This is an optimization exercise on Yosys and OpenROAD, whose aim is small area, not a production implementation.
RTL that was checked went through simulation tests only; none was proved equivalent to the original.

## Median_Finder_9inputs_8bits
module Median_Finder_9inputs_8bits(
    output wire [7:0] median_pixel,
    output wire       out_valid,
    input  wire [7:0] pixel0, pixel1, pixel2,
    input  wire [7:0] pixel3, pixel4, pixel5,
    input  wire [7:0] pixel6, pixel7, pixel8,
    input  wire       in_valid,
    input  wire       rst,
    input  wire       clk
);
    reg [3:0] valid_q;
    always @(posedge clk) begin
        if (rst) valid_q <= 4'b0;
        else     valid_q <= {valid_q[2:0], in_valid};
    end
    assign out_valid = valid_q[3];
    wire [7:0] x0_0 = pixel0, x0_1 = pixel1, x0_2 = pixel2;
    wire [7:0] x0_3 = pixel3, x0_4 = pixel4, x0_5 = pixel5;
    wire [7:0] x0_6 = pixel6, x0_7 = pixel7, x0_8 = pixel8;
    wire [7:0] m;    
    wire e7_0 = x0_0[7];
    wire e7_1 = x0_1[7];
    wire e7_2 = x0_2[7];
    wire e7_3 = x0_3[7];
    wire e7_4 = x0_4[7];
    wire e7_5 = x0_5[7];
    wire e7_6 = x0_6[7];
    wire e7_7 = x0_7[7];
    wire e7_8 = x0_8[7];
    assign m[7] = maj9({e7_8, e7_7, e7_6, e7_5, e7_4, e7_3, e7_2, e7_1, e7_0});
    wire g7_0 = 1'b0, l7_0 = 1'b0;
    wire g7_1 = 1'b0, l7_1 = 1'b0;
    wire g7_2 = 1'b0, l7_2 = 1'b0;
    wire g7_3 = 1'b0, l7_3 = 1'b0;
    wire g7_4 = 1'b0, l7_4 = 1'b0;
    wire g7_5 = 1'b0, l7_5 = 1'b0;
    wire g7_6 = 1'b0, l7_6 = 1'b0;
    wire g7_7 = 1'b0, l7_7 = 1'b0;
    wire g7_8 = 1'b0, l7_8 = 1'b0;
    wire G6_0 = g7_0 | (e7_0 & ~m[7]);
    wire L6_0 = l7_0 | (~e7_0 & m[7]);
    wire e6_0 = G6_0 | (x0_0[6] & ~L6_0);
    wire G6_1 = g7_1 | (e7_1 & ~m[7]);
    wire L6_1 = l7_1 | (~e7_1 & m[7]);
    wire e6_1 = G6_1 | (x0_1[6] & ~L6_1);
    wire G6_2 = g7_2 | (e7_2 & ~m[7]);
    wire L6_2 = l7_2 | (~e7_2 & m[7]);
    wire e6_2 = G6_2 | (x0_2[6] & ~L6_2);
    wire G6_3 = g7_3 | (e7_3 & ~m[7]);
    wire L6_3 = l7_3 | (~e7_3 & m[7]);
    wire e6_3 = G6_3 | (x0_3[6] & ~L6_3);
    wire G6_4 = g7_4 | (e7_4 & ~m[7]);
    wire L6_4 = l7_4 | (~e7_4 & m[7]);
    wire e6_4 = G6_4 | (x0_4[6] & ~L6_4);
  ...
==> flow/config.mk <==
export PLATFORM = sky130hd
export DESIGN_NAME = Median_Finder_9inputs_8bits
export DESIGN_NICKNAME = Median_Finder_9inputs_8bits
export VERILOG_FILES = /design/flow/design.v
export SDC_FILE = /design/flow/constraint.sdc
export NUM_CORES = 4
export LEC_CHECK = 0
export ABC_AREA = 1
export CAP_MARGIN = 20
export CORE_MARGIN = 2
export CORE_UTILIZATION = 40
export SLEW_MARGIN = 20
==> flow/constraint.sdc <==
create_clock -name core_clock -period 2.5 [get_ports {clk}]
set_input_delay 0.5000 -clock core_clock [delete_from_list [all_inputs] [get_ports {clk}]]
set_output_delay 0.5000 -clock core_clock [all_outputs]
set_load 0.01 [all_outputs]
standard.sh (not shown) runs the stock make flow with config.mk's settings and CLKGATE_MAP_FILE= SYNTH_SCRIPT=/design/flow/synth_recipe.tcl, a recipe that flattens the netlist after the stock synthesis.
==> flow/flow/run.sh <==
#!/bin/bash
# Own layout flow: the standard flow, with two changes:
#  - synthesis maps the logic with the ABC script in flow/abc.script (an
#    area-oriented mapping) instead of ORFS's; the rest of the standard
#    synthesis (synth_recipe.tcl) is unchanged, so registers keep their names;
#  - port buffers are plain buffers (flow/ports.txt names the cell) instead
#    of the default delay cell.
# Each tool's output goes to a log file in the folder this runs in.
set -euo pipefail
W=$PWD
F=$W/flow
sed 's|log_cmd abc {\*}\$abc_args|log_cmd abc {*}[lreplace $abc_args 1 1 '"$F"'/abc.script]|' \
    "$FLOW_HOME/scripts/synth.tcl" > "$W/own_synth_core.tcl"
grep -q "$F/abc.script" "$W/own_synth_core.tcl"
sed "s|source \$::env(SCRIPTS_DIR)/synth.tcl|source $W/own_synth_core.tcl|" \
    "$W/synth_recipe.tcl" > "$W/own_synth.tcl"
grep -q "own_synth_core.tcl" "$W/own_synth.tcl"
bash "$W/standard.sh" "SYNTH_SCRIPT=$W/own_synth.tcl" synth > "$W/own_synth.log" 2>&1
EXTRA=()
while read -r line; do
    [[ -z "$line" || "$line" == \#* ]] || EXTRA+=("$line")
done < "$F/make_vars.txt"
bash "$W/standard.sh" "${EXTRA[@]}" finish > "$W/own_layout.log" 2>&1
==> flow/flow/abc.script <==
strash
dch
map -a
topo
stime -c
buffer -c
upsize -c
dnsize -c
==> flow/flow/make_vars.txt <==
# extra make variables for the layout, one per line
BUFFER_PORTS_ARGS=-buffer_cell sky130_fd_sc_hd__buf_2
The starting point reached the layout checks and failed them: setup timing.
Then changed:
==> flow/run.sh (new file) <==
#!/bin/bash
# synth_recipe.tcl (not shown) runs the flow's synth.tcl, then flattens the netlist and writes it again
# the make line also repeats each setting of config.mk as NAME=value (left out here)
make -C /OpenROAD-flow-scripts/flow DESIGN_CONFIG=/design/flow/config.mk WORK_HOME=/design/flow/orfs CLKGATE_MAP_FILE= SYNTH_SCRIPT=/design/flow/synth_recipe.tcl finish
removed: flow/flow/run.sh
removed: flow/flow/abc.script
removed: flow/flow/make_vars.txt
removed: flow/standard.sh
After rerunning:
- The changed run completed and failed the layout checks on setup timing
- synthesized area rises by 19%
- final cell count climbs by about 27%
- wire length stays flat
- worst hold slack improved by 47 ps
- utilization shrinks by 8.5 points
- maximum frequency came out higher by 19%
- cell area rose by about 5.5%
- worst setup slack improves by 490 ps
- clock skew is about the same
No run of this note included a check of the RTL's function; only the layout flow was run.

========
Setup of job 1106:
Median_Finder_9inputs_8bits, a different RTL version from the one above (not shown whole).
Size: roughly 720 cells after synthesis, about 84 I/O pins, about 5700 µm² of cells after synthesis.
## Median_Finder_9inputs_8bits
module Median_Finder_9inputs_8bits(
    output wire [7:0] median_pixel,
    output wire       out_valid,
    input  wire [7:0] pixel0, pixel1, pixel2,
    input  wire [7:0] pixel3, pixel4, pixel5,
    input  wire [7:0] pixel6, pixel7, pixel8,
    input  wire       in_valid,
    input  wire       rst,
    input  wire       clk
);
==> flow/config.mk <==
export PLATFORM = sky130hd
export DESIGN_NAME = Median_Finder_9inputs_8bits
export DESIGN_NICKNAME = Median_Finder_9inputs_8bits
export VERILOG_FILES = /design/flow/design.v
export SDC_FILE = /design/flow/constraint.sdc
export NUM_CORES = 4
export LEC_CHECK = 0
export ABC_AREA = 1
export CAP_MARGIN = 20
export CORE_MARGIN = 2
export CORE_UTILIZATION = 40
export CTS_BUF_LIST = sky130_fd_sc_hd__clkbuf_8
export GPL_TIMING_DRIVEN = 0
export SLEW_MARGIN = 20
==> flow/constraint.sdc <==
create_clock -name core_clock -period 2.5 [get_ports {clk}]
set_input_delay 0.5000 -clock core_clock [delete_from_list [all_inputs] [get_ports {clk}]]
set_output_delay 0.5000 -clock core_clock [all_outputs]
set_load 0.01 [all_outputs]
==> flow/flow/run.sh <==
#!/bin/bash
# Own layout flow: the standard flow, with two changes:
#  - synthesis maps the logic with the ABC script in flow/abc.script (an
#    area-oriented mapping) instead of ORFS's; the rest of the standard
#    synthesis (synth_recipe.tcl) is unchanged, so registers keep their names;
#  - flow/make_vars.txt adds make variables to the layout steps (one per
#    line), here the cell buffer_ports puts on every port: a small plain
#    buffer instead of the default delay cell.
# Each tool's output goes to a log file in the folder this runs in.
set -euo pipefail
W=$PWD
F=$W/flow
sed 's|log_cmd abc {\*}\$abc_args|log_cmd abc {*}[lreplace $abc_args 1 1 '"$F"'/abc.script]|' \
    "$FLOW_HOME/scripts/synth.tcl" > "$W/own_synth_core.tcl"
grep -q "$F/abc.script" "$W/own_synth_core.tcl"
sed "s|source \$::env(SCRIPTS_DIR)/synth.tcl|source $W/own_synth_core.tcl|" \
    "$W/synth_recipe.tcl" > "$W/own_synth.tcl"
grep -q "own_synth_core.tcl" "$W/own_synth.tcl"
bash "$W/standard.sh" "SYNTH_SCRIPT=$W/own_synth.tcl" synth > "$W/own_synth.log" 2>&1
EXTRA=()
while read -r line; do
    [[ -z "$line" || "$line" == \#* ]] || EXTRA+=("$line")
done < "$F/make_vars.txt"
bash "$W/standard.sh" "${EXTRA[@]}" finish > "$W/own_layout.log" 2>&1
==> flow/flow/abc.script <==
strash
dch
map -D 1500
topo
stime -c
buffer -c
upsize -D 1500 -c
dnsize -D 1500 -c
==> flow/flow/make_vars.txt <==
# extra make variables for the layout, one per line
BUFFER_PORTS_ARGS=-buffer_cell sky130_fd_sc_hd__buf_1
Modified inputs, job 6375 compared to job 1106
==> flow/flow/abc.script <==
strash
dch
map -D 2000
topo
stime -c
buffer -c
upsize -D 2000 -c
dnsize -D 2000 -c
==> flow/flow/make_vars.txt <==
# extra make variables for the layout, one per line
BUFFER_PORTS_ARGS=-buffer_cell sky130_fd_sc_hd__buf_1
CTS_ARGS=-sink_clustering_enable -repair_clock_nets -buf_list sky130_fd_sc_hd__clkbuf_4 -dont_use_dummy_load -sink_clustering_size 8
==> run notes <==
- flop to flop as the category of the most critical setup path was reported by job 1106, and input pin to flop by job 6375.
- ~same number of fill cells in job 6375 and job 1106
- [compare] base=job 1106 new=job 6375: final critical-path setup slack climbed 37 ps, gate count of the mapped netlist saw an increase, critical path depth climbed 1, weighted congestion at the end of routability-driven global placement up about 2%.
Input-level comparison between job 8093 and job 6375:
diff --git a/flow/flow/run.sh b/flow/flow/run.sh
--- a/flow/flow/run.sh
+++ b/flow/flow/run.sh
@@ -5,5 +5,4 @@
 #    synthesis (synth_recipe.tcl) is unchanged, so registers keep their names;
-#  - flow/make_vars.txt adds make variables to the layout steps (one per
-#    line), here the cell buffer_ports puts on every port: a small plain
-#    buffer instead of the default delay cell.
+#  - port buffers are plain buffers (flow/ports.txt names the cell) instead
+#    of the default delay cell.
 # Each tool's output goes to a log file in the folder this runs in.
==> flow/flow/make_vars.txt <==
# extra make variables for the layout, one per line
BUFFER_PORTS_ARGS=-buffer_cell sky130_fd_sc_hd__buf_1
Findings:
- Diff job 6375 -> job 8093 | detailed route wirelength on metal2 | up by a few percent
- Job 8093 vs job 6375, termination of the worst setup path: xr1_8[3]$_DFF_P_ vs xr1_3[1]$_DFF_P_
- | post-route met1 wirelength | higher: job 8093 |
- Reported for job 6375 and job 8093, hold buffer count at CTS turned out identical to the last digit.
- Summary of job 8093 over job 6375: flip-flop and latch count now sits at about the same level, global-route usage over all layers now sits higher, multi-input combinational cell area now sits higher.
### job 8093 -> job 1381
- changing CORE_UTILIZATION from 40 to 60
A category of the most critical setup path of input pin to flop is what job 8093 shows, while flop to flop belongs to job 1381.
In job 1381, the met3 track demand over resource in global routing came out 2.3 points above the value in job 8093.
Changes observed in job 1381 relative to job 8093: total wire length saw a decrease, multi-input gate count saw little to no change, layout net count saw little to no change, pin slew with the least headroom to its limit saw a decrease.
Across both runs, core utilization was higher for job 1381 than for job 8093.
Compared with job 8093, job 1381 shows a post-detailed-route wirelength per cell that is 4.2% higher.
Job 1381 reached the final stage; the timing, design-rule and antenna checks on its layout passed.
Worst slew margin relative to its limit in job 1381 vs job 8093: up 7.4 points
Diff job 8093 -> job 1381: y dimension of the die lower; first-pass GRT wire length lower.
Modified inputs, job 5726 compared to job 1381
- changing CORE_UTILIZATION from 60 to 40
==> flow/flow/make_vars.txt <==
# extra make variables for the layout, one per line
BUFFER_PORTS_ARGS=-buffer_cell sky130_fd_sc_hd__buf_1
CTS_ARGS=-sink_clustering_enable -repair_clock_nets -buf_list sky130_fd_sc_hd__clkbuf_8 -dont_use_dummy_load -sink_clustering_size 20
Results
Largest cell class by area = multi-input combinational cells: job 5726; largest cell class by area = sequential cells: job 1381
Job 5726 improves on job 1381 in setup slack.
As far as sequential share of layout area is concerned, job 5726 and job 1381 perform about the same.
Post-route worst hold slack in job 5726 vs job 1381: up 4.7 ps
Input-level comparison between job 2209 and job 5726:
- CTS_BUF_LIST no longer set, was sky130_fd_sc_hd__clkbuf_8
- SETUP_SLACK_MARGIN now -0.1, previously not set
==> flow/flow/make_vars.txt <==
# extra make variables for the layout, one per line
BUFFER_PORTS_ARGS=-buffer_cell sky130_fd_sc_hd__buf_1
CTS_ARGS=-sink_clustering_enable -repair_clock_nets -buf_list sky130_fd_sc_hd__clkbuf_4 -dont_use_dummy_load -sink_clustering_size 8
Finished, but not clean: job 2209, with negative setup slack. Across both runs, highest cell delay on the worst timing path was higher for job 2209 than for job 5726. On final cell count without fillers, job 5726 and job 2209 are neck and neck. Relative to job 5726, sequential share of cell area increased by 1.3 points in job 2209. Critical path's slowest cell: sky130_fd_sc_hd__a22oi_1 -> job 2209, sky130_fd_sc_hd__maj3_1 -> job 5726. Clock latency reported for the late side of the worst-skew pair is higher on job 2209. The run with more routed wire is job 5726, not job 2209. First-pass iteration count of the detailed router: job 2209 < job 5726. Job 2209 vs job 5726 — final period demand of the worst path rose 180 ps.

## static timing again, ports no longer ideal
How much do the figures lean on ideal ports? The routed layouts below were timed once more, with nothing changed but the port constraints. Step 1 sets driving cells, clkbuf_16 on the clock port and buf_2 on the other inputs (assumed; they add their load-dependent delay and slew). Step 2 also shifts input and output timing later by t, the mid clock arrival at the registers, as if the neighbouring blocks saw the same clock. Three values: ideal, step 1, step 2; two values: the first two.
run	t, ns	slack for setup (ns)	worst setup path after step 2
the first run of note 1	0.457	-0.525 / -0.525 / -0.681	input to register
the second run of note 1	0.467	-0.039 / -0.039 / -0.268	input to register
job 1106	0.454	0.131 / 0.131 / -0.197	input to register
job 6375	0.521	0.167 / 0.178 / -0.343	input to register
job 8093	0.475	0.144 / 0.156 / -0.320	input to register
job 1381	0.459	0.086 / 0.086 / -0.301	input to register
job 5726	0.457	0.113 / 0.125 / -0.332	input to register
job 2209	0.522	-0.068 / -0.058 / -0.580	input to register
With both steps, setup timing fails in 5 of these runs, where it was met with ideal ports. For job 2209, which loses most, drivers alone change the setup slack by +0.010 ns; drivers and shift together by -0.512 ns.
